This design comes from an exercise in tuning for small area and a short achievable clock period on the open sky130 flow, not from production work. In this exercise RTL edits were held to simulation tests only and were not proved equivalent to the original. Power is estimated from default activity; no workload was simulated.

[flow/run.sh]
#!/bin/bash
# synth_recipe.tcl (not shown) runs the flow's synth.tcl, then flattens the netlist and writes it again
# the make line also repeats each setting of config.mk as NAME=value (left out here)
make -C /OpenROAD-flow-scripts/flow DESIGN_CONFIG=/design/flow/config.mk WORK_HOME=/design/flow/orfs CLKGATE_MAP_FILE= SYNTH_SCRIPT=/design/flow/synth_recipe.tcl finish
[flow/config.mk]
export PLATFORM = sky130hd
export DESIGN_NAME = best_offset_prefetcher
export DESIGN_NICKNAME = best_offset_prefetcher
export VERILOG_FILES = /design/flow/design.v
export SDC_FILE = /design/flow/constraint.sdc
export NUM_CORES = 4
export LEC_CHECK = 0
export CAP_MARGIN = 20
export CORE_MARGIN = 2
export CORE_UTILIZATION = 40
export SLEW_MARGIN = 20
[flow/constraint.sdc]
create_clock -name core_clock -period 17.0 [get_ports {clk}]
set_input_delay 3.4000 -clock core_clock [delete_from_list [all_inputs] [get_ports {clk}]]
set_output_delay 3.4000 -clock core_clock [all_outputs]
set_load 0.01 [all_outputs]
[flow/design.v]
module bank (
	input	logic			clk,
	input	logic			clr,
	input	logic			we,
	input	logic	[5:0]	waddr,
	input	logic	[5:0]	wdata,
	input	logic	[5:0]	raddr,
	output	logic	[5:0]	rdata
);
	logic	[6*64-1:0]	mem;
	genvar i;
	generate
		for (i = 0; i < 64; i++) begin : g_entry
			always_ff @(posedge clk) begin
				if (clr)
					mem[6*i +: 6] <= '0;
				else if (we && waddr == i)
					mem[6*i +: 6] <= wdata;
			end
		end
	endgenerate
	assign rdata = mem[6*raddr +: 6];
endmodule
module best_offset_prefetcher #(
	parameter	WIDTH		= 64,
	parameter	TAG_WIDTH	= 12,
	parameter	UP_NUM_SET	= 8,
	parameter	UP_NUM_ASSO	= 0
) (
	input		logic					clk,
	input		logic					rst,
	input		logic	[WIDTH - 1:0]	up_address_i,
	input		logic					up_miss_i,
	input		logic					up_valid_i,
	input		logic					up_prefetched_i,
	input		logic					lo_ready_i,
	output		logic	[WIDTH - 1:0]	lo_prefetch_address_o,
	output		logic					lo_prefetch_valid_o
);
	localparam int NOFF = 46;
	function automatic logic [5:0] mag_of(logic [4:0] k);
		case (k)
			0: mag_of = 40;  1: mag_of = 36;  2: mag_of = 32;  3: mag_of = 30;
			4: mag_of = 24;  5: mag_of = 20;  6: mag_of = 18;  7: mag_of = 16;
			8: mag_of = 15;  9: mag_of = 14; 10: mag_of = 13; 11: mag_of = 12;
			12: mag_of = 11; 13: mag_of = 10; 14: mag_of = 9; 15: mag_of = 8;
			16: mag_of = 7;  17: mag_of = 6;  18: mag_of = 5; 19: mag_of = 4;
			20: mag_of = 3;  21: mag_of = 2;  default: mag_of = 1;
		endcase
	endfunction
	function automatic logic [11:0] off12(logic [5:0] i);
		logic [11:0] m;
		m = {6'd0, mag_of(i[5:1])};
		off12 = i[0] ? m : -m;
	endfunction
	logic	[5:0]	cur;			 
	logic	[6:0]	round_q;		 
	logic	[4:0]	cmax_q;			 
	logic	[5:0]	best_q;			 
	logic	[4:0]	nm_p;			 
	logic	[5:0]	nbo_p;			 
	logic			pnd;			 
	logic	[11:0]	ra_q;			 
	logic			qd;				 
	logic			r0d;			 
	logic	[5:0]	po;				 
	logic	[7:0]	pt;				 
	logic			wr_en;			 
	logic	[11:0]	wr_data;
	logic			rst_d;
	logic	[12:0]	out_a;
	logic			out_v;
	logic	[4:0]	ring [NOFF];
	logic	[5:0]	rd_tag;
	bank rr_table (
		.clk	(clk),
		.clr	(rst_d),
		.we		(wr_en),
		.waddr	(wr_data[5:0]),
		.wdata	(wr_data[11:6]),
		.raddr	(ra_q[5:0]),
		.rdata	(rd_tag)
	);
	logic hitp;
	assign hitp = pnd & (ra_q[11:6] == 6'd0 || rd_tag == ra_q[11:6]);
	logic	[4:0]	cmax_e;
	logic	[5:0]	best_e;
	logic	[4:0]	s0;
	logic	[5:0]	s1;
	logic			ge;
	logic	[4:0]	nm;
	logic	[5:0]	nbo;
	logic			last, eol;
	logic	[5:0]	newpo;
	logic	[4:0]	tail;
	logic	[11:0]	cur_off;
	assign cur_off	= off12(cur);
	assign cmax_e	= hitp ? nm_p : cmax_q;
	assign best_e	= hitp ? nbo_p : best_q;
	assign s0		= (round_q == 7'd0) ? 5'd0 : (qd ? ring[1] : ring[0]);
	assign s1		= {1'b0, s0} + 6'd1;
	assign ge		= s1 >= {1'b0, cmax_e};
	assign nm		= ge ? s1[4:0] : cmax_e;
	assign nbo		= ge ? cur_off[5:0] : best_e;
	assign last		= cur == NOFF - 1;
	assign eol		= last && (nm == 5'd31 || round_q == 7'd99);
	assign newpo	= (nm <= 5'd1) ? 6'd0 : nbo;
	assign tail		= (r0d ? 5'd0 : ring[0]) + {4'd0, hitp};
	logic	hit, q;
	assign hit	= ~up_miss_i & up_valid_i;
	assign q	= ~hit | pt[up_address_i[62:60]];
	always_ff @(posedge clk) begin
		if (rst) begin
			cur		<= '0;
			round_q	<= '0;
			cmax_q	<= '0;
			best_q	<= 6'd24;
			pnd		<= 1'b0;
			qd		<= 1'b0;
			po		<= '0;
			pt		<= '0;
			wr_en	<= 1'b0;
			out_a	<= '0;
			out_v	<= 1'b0;
		end else begin
			if (q) begin
				cur		<= last ? 6'd0 : cur + 6'd1;
				round_q	<= eol ? 7'd0 : last ? round_q + 7'd1 : round_q;
				cmax_q	<= eol ? 5'd0 : cmax_e;
				best_q	<= eol ? 6'd24 : best_e;
				if (eol)
					po	<= newpo;
			end else begin
				cmax_q	<= cmax_e;
				best_q	<= best_e;
			end
			pnd		<= q & up_valid_i & ~eol;
			qd		<= q;
			if (hit)
				pt[up_address_i[62:60]] <= up_prefetched_i;
			wr_en	<= up_prefetched_i | po == 6'd0;
			if (q && po != 6'd0 && lo_ready_i) begin
				out_a	<= {1'b0, up_address_i[63:52]} + {7'd0, po};
				out_v	<= 1'b1;
			end
		end
	end
	always_ff @(posedge clk) begin
		rst_d	<= rst;
		nm_p	<= nm;
		nbo_p	<= nbo;
		r0d		<= round_q == 7'd0;
		ra_q	<= up_address_i[11:0] - cur_off;
		wr_data	<= up_address_i[11:0] - {{6{po[5]}}, po};
	end
	genvar i;
	generate
		for (i = 0; i < NOFF; i++) begin : g_ring
			always_ff @(posedge clk) begin
				if (qd)
					ring[i] <= (i == NOFF - 1) ? tail : ring[(i + 1) % NOFF];
			end
		end
	endgenerate
	assign lo_prefetch_address_o	= {{(WIDTH - 13){1'b0}}, out_a};
	assign lo_prefetch_valid_o		= out_v;
endmodule
==> summary.txt <==
==> synthesized netlist by cell type (3+ instances only) <==
master / count
mux2_2: 3
o31ai_1: 4
or2_2: 11
nor3b_1: 3
o21ai_0: 22
clkbuf_1: 162
mux2i_1: 237
o21a_1: 4
ha_1: 50
a21boi_0: 6
o211ai_1: 6
a21o_1: 17
buf_4: 60
nor3_1: 21
and2_1: 6
mux4_2: 63
xnor2_1: 28
and3_1: 5
edfxtp_1: 225
or3_1: 4
nand3_1: 306
nand4_1: 16
a21oi_1: 294
buf_1: 15
a31oi_1: 4
inv_1: 50
a31o_2: 5
nor2b_1: 17
fa_1: 3
a211oi_1: 12
dfxtp_1: 487
buf_2: 23
xor2_1: 22
nand2b_1: 13
a22oi_1: 37
nand2_1: 362
mux2_4: 5
nor2_1: 237
==> worst paths after layout <==
| check | from | to | slack [ns] | depth (start not counted) |
|---|---|---|---|---|
| max reg2reg | ra_q[2] | best_q[3] | 8.65 | 22 |
| max | ra_q[2] | best_q[3] | 8.65 | 22 |
| min | ring[8][3] | ring[7][3] | 0.41 | 0 |
| min reg2reg | ring[8][3] | ring[7][3] | 0.41 | 0 |
==> cells by family (layout without fill, tap and decap cells) <==
kind of cell	after synthesis	count (layout)	synth area share
flip-flops	712	712	0.5492
XOR/XNOR	50	50	0.01457
AND/OR/NAND/NOR	1016	1016	0.1492
adder cells (fa/ha/maj)	53	53	0.02281
AO/OA/AOI/OAI	437	437	0.08551
buffers and inverters	314	261	0.04846
multiplexers	309	309	0.1301
other	1	51	0.0001248
==> per-layer routing <==
metal  wire, um  GRT usage  up-vias  share of wire
li1           -          -     9983              -
met1      33310     0.2581    10433           0.45
met2      33950     0.2954      682           0.46
met3       4258    0.03156      155          0.058
met4       2414    0.06930        2          0.033
met5         10          0        -        0.00014
==> where the power goes <==
| group | internal, mW | switching, mW | total (mW) |
|---|---|---|---|
| combinational | 0.153 | 0.343 | 0.496 |
| clock | 0.938 | 0.650 | 1.59 |
| sequential | 1.81 | 0.0442 | 1.86 |
| total | 2.91 | 1.04 | 3.94 |
==> sequential cells by signal, summed over array words and instances (netlist names), named ones only <==
name	count
out_a	13
nm_p	5
rst_d	1
rr_table.mem	384
wr_en	1
qd	1
ring	230
pnd	1
po	6
nbo_p	6
best_q	6
round_q	7
ra_q	12
pt	8
r0d	1
out_v	1
cmax_q	5
cur	6
wr_data	12
cur_off	1
==> cell type report <==
type	count	share of cell area
multi-input combinational	1916	0.3697
timing repair buffer	82	0.02241
tap	969	0.03631
clock buffer	94	0.06010
inverter	52	0.005845
sequential	712	0.4949
clock inverter	33	0.01068
==> worst max-delay path: stages, from the launching register on <==
cell and delay (ns):
dfxtp_4 0.88, buf_4 0.79, mux4_2 0.63, mux4_2 0.52
o2bb2ai_1 0.19, nor3_1 0.08, a31oi_2 0.24, xor2_1 0.19
nand2_1 0.12, o31ai_4 0.81, mux2_4 0.39, ha_1 0.28
nand2b_1 0.14, a21o_1 0.17, a21o_1 0.17, a21oi_1 0.18
o21a_1 0.55, o21ai_0 0.19, a31o_2 0.25, a21oi_2 0.25
o211ai_4 0.16, o311ai_4 0.74, or2_2 0.22
==> summary.md <==
| Metric | Value |
|---|---|
| Status | `no timing/DRC/antenna violations` |
| First-pass GRT wire length | `115200 um` |
| Final cell count without fillers | `3858` |
| Synth cell types | `73` |
| Final setup TNS | `0 ns` |
| Crit path kind | `flop to flop` |
| Min Hold Slack | `0.4084 ns` |
| Vias/cell | `5.509` |
| Relative slew slack | `0.2688` |
| Ranking of synthesized cells by area | `dfxtp_1 32%, edfxtp_1 22%, mux2i_1 7.9%` |
| Startpoint Class | `flop` |
| Clk sinks | `712` |
| CP required | `17.55 ns` |
| Leakage | `11.37 nW` |
| CTS tree | `built` |
| Initial Utilization | `0.4037` |
| Final net count | `2959` |
| Initial antenna violation count | `1` |
| Final setup fails | `0` |
| Root Buffer | `clkbuf_16` |
| Worst-margin pin slew | `1.092 ns` |
| ANT cells | `0` |
| FMAX | `119.7 MHz` |
| Most area-hungry cell type in the Yosys netlist | `dfxtp_1` |
| Crit share post-route | `0.4913` |
| GP Congestion | `0.8279` |
| Clock slew at reported path FFs | `0.06 ns` |
| Commonest cells after routing, fill and taps aside | `475 x dfxtp_1, 362 x nand2_1, 306 x nand3_1` |
| Full die area | `77340 um2` |
| TritonCTS buffer count | `72` |
| Worst hold path class | `flop to flop` |
| Final setup margin | `8.648 ns` |
| DRC Markers | `0` |
| Power Total | `3.943 mW` |
| Worst slack at placement | `8.714 ns` |
| Post-Synthesis Cell Area | `30050 um2` |
| Grt total ovfl | `0` |
| Crit path DAT | `8.90 ns` |
| RSZ-0062 raised after global routing | `no` |
| Post-synth EDFFs | `225` |
| Vias after detailed routing | `21.26k` |
| Most used DFF post-synth | `dfxtp_1` |
| Register area | `16530 um2` |
| Cell Rows | `100` |
| Vias in the first global route | `20.47k` |
| DR iter-0 viols | `2109` |
| Dpl cells | `3730` |
| Number of I/O pins | `135` |
| Largest net degree at the start of global routing | `193` |
| Port Buffers | `43` |
| Max clock buf depth | `3` |
| Sequential fraction of the synthesis area | `0.5492` |
| Pwr per Cell Area | `118.1 nW/um2` |
| First-pass iteration count of the detailed router | `6` |
| Die Wd | `278.1 um` |
| ANT nets after route | `0` |
| Wire per inst | `19.17 um` |
| Core ar. | `74450 um2` |
| Yosys top cell area share | `0.3244` |
| Post-CTS Hold Buffers | `0` |
| All-Layer GR Usage | `0.1871` |
| Mapped Avg Cell Area | `10.39 um2` |
| Routed WL | `73940 um` |
| Asr flop ratio synth | `0` |
| Setup crit end kind | `flop` |
| Yosys warnings | `3` |
| Detailed-placement wirelength estimate | `44660 um` |
| Most common cell after layout, fill and taps aside | `dfxtp_1` |
| Placed cell area | `31010 um2` |
| Layout cells sized above 1 | `0.09311` |
| Seq cells post-synth | `712` |
| Hold Vio Cnt, Final | `0` |
| Area grow syn2layout | `11.12%` |
| Crit-path max FO | `50` |
| Design area | `33390 um2` |
| Final Max Slew Viols | `0` |
| Fill cells | `6824` |
| Min cycle time layout | `8.352 ns` |
| Max-cap violations | `0` |
| Area of the multi-input gates | `12350 um2` |
| Post-cts resize count | `0` |
| H-tree depth | `3` |
| Worst IR Drop VDD | `90.65 uV` |
| Chip height | `278.1 um` |
| Post-CTS setup buffer count | `0` |
| Syn Inst Count | `2892` |
| Post-Route Utilization | `0.4486` |
| Clk_skew | `0.02156 ns` |
| Worst-Skew Late Latency | `0.62 ns` |

afterwards: timing with drivers on the ports:
The results above use ideal ports. As a check the final layout listed here was re-extracted and re-timed, cells and wires unchanged. Step 1 (the two cells are an assumption about what drives the block):
set clk [get_ports {clk}]
set_driving_cell -lib_cell sky130_fd_sc_hd__clkbuf_16 $clk
set_driving_cell -lib_cell sky130_fd_sc_hd__buf_2 [delete_from_list [all_inputs] $clk]
Step 2 adds t to the input delays and takes it off the output delays; t is the mean of the earliest and latest rising clock arrival at the registers after step 1. Input paths then give back, and output paths get back, about the clock's delay inside the block. Slacks: ideal ports / drivers / drivers and shift; pairs: ideal ports / drivers.
t, ns: 0.663
setup WS [ns]: 8.648 / 8.648 / 8.648
hold slack, ns: 0.408 / 0.408 / 0.408
latest minus earliest clock arrival (ns): 0.022 / 0.022
worst slew at a driven data input, ns: 0.06
After both steps this run still meets setup and hold. For this run, drivers alone change the setup slack by 0.000 ns; drivers and shift together by 0.000 ns.
